Context: an optimization exercise on an open-source flow, tuned for small area and a short achievable clock period. The choices shown serve that exercise and are no tape-out recipe. Function was checked by simulation only, so behaviour that the tests miss may differ from the original.

==> flow/run.sh <==
#!/bin/bash
# synth_recipe.tcl (not shown) runs the flow's synth.tcl, then flattens the netlist and writes it again
# the make line also repeats each setting of config.mk as NAME=value (left out here)
make -C /OpenROAD-flow-scripts/flow DESIGN_CONFIG=/design/flow/config.mk WORK_HOME=/design/flow/orfs CLKGATE_MAP_FILE= SYNTH_SCRIPT=/design/flow/synth_recipe.tcl finish
==> flow/config.mk <==
export PLATFORM = sky130hd
export DESIGN_NAME = matrix_convol
export DESIGN_NICKNAME = matrix_convol
export VERILOG_FILES = /design/flow/design.v
export SDC_FILE = /design/flow/constraint.sdc
export NUM_CORES = 4
export LEC_CHECK = 0
export CAP_MARGIN = 20
export CORE_MARGIN = 2
export CORE_UTILIZATION = 40
export SLEW_MARGIN = 20
==> flow/constraint.sdc <==
create_clock -name core_clock -period 11.0 [get_ports {clk}]
set_input_delay 2.2000 -clock core_clock [delete_from_list [all_inputs] [get_ports {clk}]]
set_output_delay 2.2000 -clock core_clock [all_outputs]
set_load 0.01 [all_outputs]
==> flow/design.v <==
`timescale 1ns / 1ps
module matrix_convol#(parameter m=9,f=3)(clk,rst,a,b,stride,out,done);
input clk,rst;
input [7:0]a,b;
input [3:0]stride;
output reg [15:0]out;
output reg done;
reg [1:0]state,next_state;
reg [7:0]x[m*m-1:0];
reg [7:0]h[f*f-1:0];
reg [15:0]sum;
reg [m:0]index;
reg [f:0]row,col;
reg [m:0]count_row,count_col;
always@(posedge clk)
begin
if(rst)
    state<=0;
else
    state<=next_state;
end
always@(posedge clk)
begin
case(state)
    0:  begin
        index<=0;
        row<=0;
        col<=0;
        count_row<=0;
        count_col<=0;
        done<=0;
        out<=0;
        end
    1:  begin
        x[index]<=a;
        if(index<f*f)
            h[index]<=b;
        if(index<m*m)
            index<=index+1;
        else
            index<=0;
        end
    2:  begin
        done=0;
        if(row==0 && col==0)
            begin
            sum = x[m*(count_row+row)+count_col]*h[f*row+col];
            end
        else
            begin
            sum = sum + x[m*(count_row+row)+count_col+col]*h[f*row+col];
            end
        if(row==f-1 && col==f-1)
            begin
            out = sum;
            done = 1;
            end
        end
    3:  begin
        if(col<f-1)
            begin
            col<=col+1;
            end
        else
            begin
            col<=0;
            if(row<f-1)
                begin
                row<=row+1;
                end
            else
                begin
                row<=0;
                if(count_col+f<m)
                    begin
                    count_col<=count_col+stride;
                    end
                else
                    begin
                    count_col<=0;
                    if(count_row+f<m)
                        begin
                        count_row<=count_row+stride;
                        end
                    else
                        begin
                        count_row<=0;
                        end
                    end
                end
            end
        end
endcase
end
always@(*)
begin
case(state)
    0:  begin
        next_state=1;
        end
    1:  begin
        if(index==m*m)
            begin
            next_state=2;
            end
        else
            begin
            next_state=1;
            end
        end
    2:  begin
        next_state=3;
        end
    3:  begin
        next_state=2;
        if((count_col+f>m || count_row+f>m)||(count_col+f==m && count_row+f==m && col>=f-1 && row>=f-1))
            begin
            next_state=0;
            end
        end
endcase
end
endmodule
==> notes.md <==
status no timing/DRC/antenna violations; largest net degree at the start of global routing 100; RSZ-0062 raised after global routing no; Post-synth top flop edfxtp_1; syn_area_per_cell about 17 um2; Final Instance Area around 47000 um2; post-CTS setup buffers 0; Hold WC Path Type reg2reg; crit end category flip-flop; CTS Hold Bufs 0; register area share after synthesis 0.561; clk root buf clkbuf_16; Critical R2R Launch row[2]$_SDFFCE_PN0P_; cell taking the most area after synthesis edfxtp_1; Worst path depth 31; Port Buffers 38; CP peak stage delay around 780 ps; synth top area cells edfxtp_1 56%, mux4_2 21%, fa_1 4.5%; top-area cell type share of the netlist area 0.560; via count 24500; Reg clk slew, reported paths ~60 ps; clk_skew roughly 31 ps; post-layout min period 10320 ps; Post-synth ARST share 0; Slew Limit Fails 0; FF-to-FF path depth 31; max_cap viols 0; Avg Vias per Cell 6.07; boundary pin count 39; most frequent cells after synthesis 791 x edfxtp_1, 394 x mux4_2, 194 x inv_1; H-tree depth 3; CTS tree yes; Worst Setup Start Kind flip-flop; post-route ant nets 0; Chip Height approximately 330 um; WL/cell approximately 29 um; CTS-repair resized insts 0; Fill cells slightly below 9000; total die area 109000 um2; WL final between 100 and 150 mm; CTS max path bufs 3; Overall Global Routing Usage 0.215; CP top delay family adder cells; Final setup viols 0; Placer Congestion ~0.93; Final period util 0.938; 1st-iter DRT viols between 2000 and 3000; r2r setup slk approximately 700 ps; CP dominant cell by count ha_1; layout cell share with drive strength beyond 1 0.240; global-route wire length before repair 170 mm; clock sinks ~790; WHS between 500 and 600 ps; CP startpoint row[2]$_SDFFCE_PN0P_; setup TNS 0 ps; Crit-path slowest cell nor2_2; Data required, critical path between 10000 and 15000 ps; Post-synth EDFFs 791; DR pass1 iterations 7; Area Overhead vs Synth 11.5%; Worst-Skew Late Latency 660 ps; vias in the first global route 24800; Synth Warn # 1; fmax about 97 MHz; Congestion Overflow GR 0; Initial Utilization 0.403; Max-Slew Margin vs Limit 0.206; final hold vios 0; #FFs+latches synth 793; total CTS buffers 85; WHS Path Cells 2; mapped cell area 42400 um2; worst-path maximum fanout 17; critical hold path startpoint state[0]$_SDFF_PP0_; Placed Area 44500 um2; crit path DAT approximately 11000 ps; most frequent cell after synthesis edfxtp_1; initial antenna violation count 0; core area 105000 um2; library cells used by synthesis 68; dpl hpwl between 70 and 80 mm; # DRC 0; Crit Path Category reg2reg; Syn Inst Count ~2500; Least-Margin Pin Slew ~1200 ps; die width 330 um; CP Buf/Inv Count 4; nets around 2800; num rows 119
[metal layers]
| layer | track usage | vias to the layer above | wire length (um) |
|---|---|---|---|
| met3 | 0.0377 | 208 | 8700 |
| met5 | 0 | - | 0 |
| li1 | - | 10200 | - |
| met2 | 0.349 | 1225 | 56000 |
| met4 | 0.0729 | 0 | 3790 |
| met1 | 0.294 | 12900 | 47100 |
[cell type report]
class                      count  area [um2]  area share
clock inverter                50         494      0.0104
clock buffer                 100        2270      0.0480
antenna                        2        5.00    0.000106
timing repair buffer          95         851      0.0180
tap                         1391        1740      0.0368
inverter                     196         736      0.0156
multi-input combinational   1417       17400       0.368
sequential                   793       23800       0.503
[through the flow]
| stage | util | std cells | setup slack [ps] |
|---|---|---|---|
| 3_3_place_gp | 0.423 | 3891 | 1000 |
| 3_5_place_dp | 0.423 | 3892 | 737 |
| 2_1_floorplan | - | 2532 | 1530 |
| 6_report | 0.449 | 4044 | 684 |
| 5_1_grt | 0.449 | 4042 | 103 |
| 4_1_cts | 0.449 | 4042 | 676 |
[flip-flops by register name, indices dropped and copies added, names as in the netlist]
| register | cells |
|---|---|
| h | 72 |
| state | 2 |
| row | 4 |
| done | 1 |
| count_row | 10 |
| sum | 16 |
| index | 10 |
| x | 648 |
| col | 4 |
| out | 16 |
| count_col | 10 |
[cells in the final DEF, fill, tap and decap left out, types with 8 or more instances in the layout]
cell | synthesis | routed
edfxtp_1 | 791 | 791
mux4_2 | 394 | 394
inv_1 | 194 | 194
nor2_1 | 135 | 133
ha_1 | 119 | 116
fa_1 | 96 | 94
clkbuf_16 | 0 | 89
nand2_1 | 86 | 86
nand3_1 | 63 | 63
nor3_1 | 63 | 58
mux2i_1 | 57 | 57
buf_4 | 14 | 50
a21oi_1 | 47 | 47
o21ai_0 | 47 | 46
clkdlybuf4s50_1 | 0 | 30
xnor2_1 | 27 | 25
and3_1 | 24 | 24
a211oi_1 | 25 | 24
clkinv_1 | 2 | 23
xor2_1 | 20 | 19
or3_1 | 18 | 18
o211ai_1 | 17 | 17
and2_1 | 15 | 15
nor2b_1 | 14 | 14
conb_1 | 1 | 14
o21a_1 | 13 | 13
mux2_2 | 13 | 13
nand4_1 | 12 | 12
a21o_1 | 11 | 11
a211oi_2 | 10 | 11
clkbuf_1 | 54 | 11
clkinv_2 | 0 | 10
bufinv_16 | 0 | 9
buf_2 | 44 | 8
[final timing paths]
check	to
setup / recovery	out[14]$_SDFFCE_PN0P_
hold / removal	state[0]$_SDFF_PP0_
setup reg to reg	out[14]$_SDFFCE_PN0P_
hold reg to reg	state[0]$_SDFF_PP0_
[kinds of logic after synthesis]
group | Yosys count | synth area share
and+or+nand+nor | 461 | 0.0521
xor gates and xnor gates | 50 | 0.0112
adders and majority gates | 215 | 0.0804
DFF | 793 | 0.561
muxes | 468 | 0.229
AOI/OAI and AO/OA | 209 | 0.0339
buffers and inverters | 322 | 0.0326
other | 1 | 0.0000884
[worst register-to-register path: cells and delay by family (launching register included)]
| family | cells | cell delay [ps] |
|---|---|---|
| XOR/XNOR | 1 | 150 |
| flip-flops | 1 | 500 |
| multiplexers | 3 | 1030 |
| AND/OR/NAND/NOR | 6 | 1830 |
| AO/OA/AOI/OAI | 7 | 2030 |
| adder cells (fa/ha/maj) | 10 | 4120 |
| buffers and inverters | 4 | 400 |

[what the ideal ports hide]
How much do the figures lean on ideal ports? The routed layout below was timed once more, with nothing changed but the port constraints. Step 1 sets driving cells, clkbuf_16 on the clock port and buf_2 on the other inputs (assumed; they add their load-dependent delay and slew). Step 2 moves the port delays by t, midway between the first and last clock arrival at a register: inputs arrive t later, outputs are due t later. That takes back most of the time a late clock gives input paths. a / b / c = ideal ports / drivers / drivers and shift; a / b = the first two.
t, ns: 0.720
setup slack, ns: 0.684 / 0.684 / 0.684
latest minus earliest clock arrival (ns): 0.037 / 0.038
slew at the worst register clock pin (ns): 0.06 / 0.06
After both steps this run still meets setup and hold. The setup slack of this run moves by 0.000 ns with the drivers and by 0.000 ns with both steps.
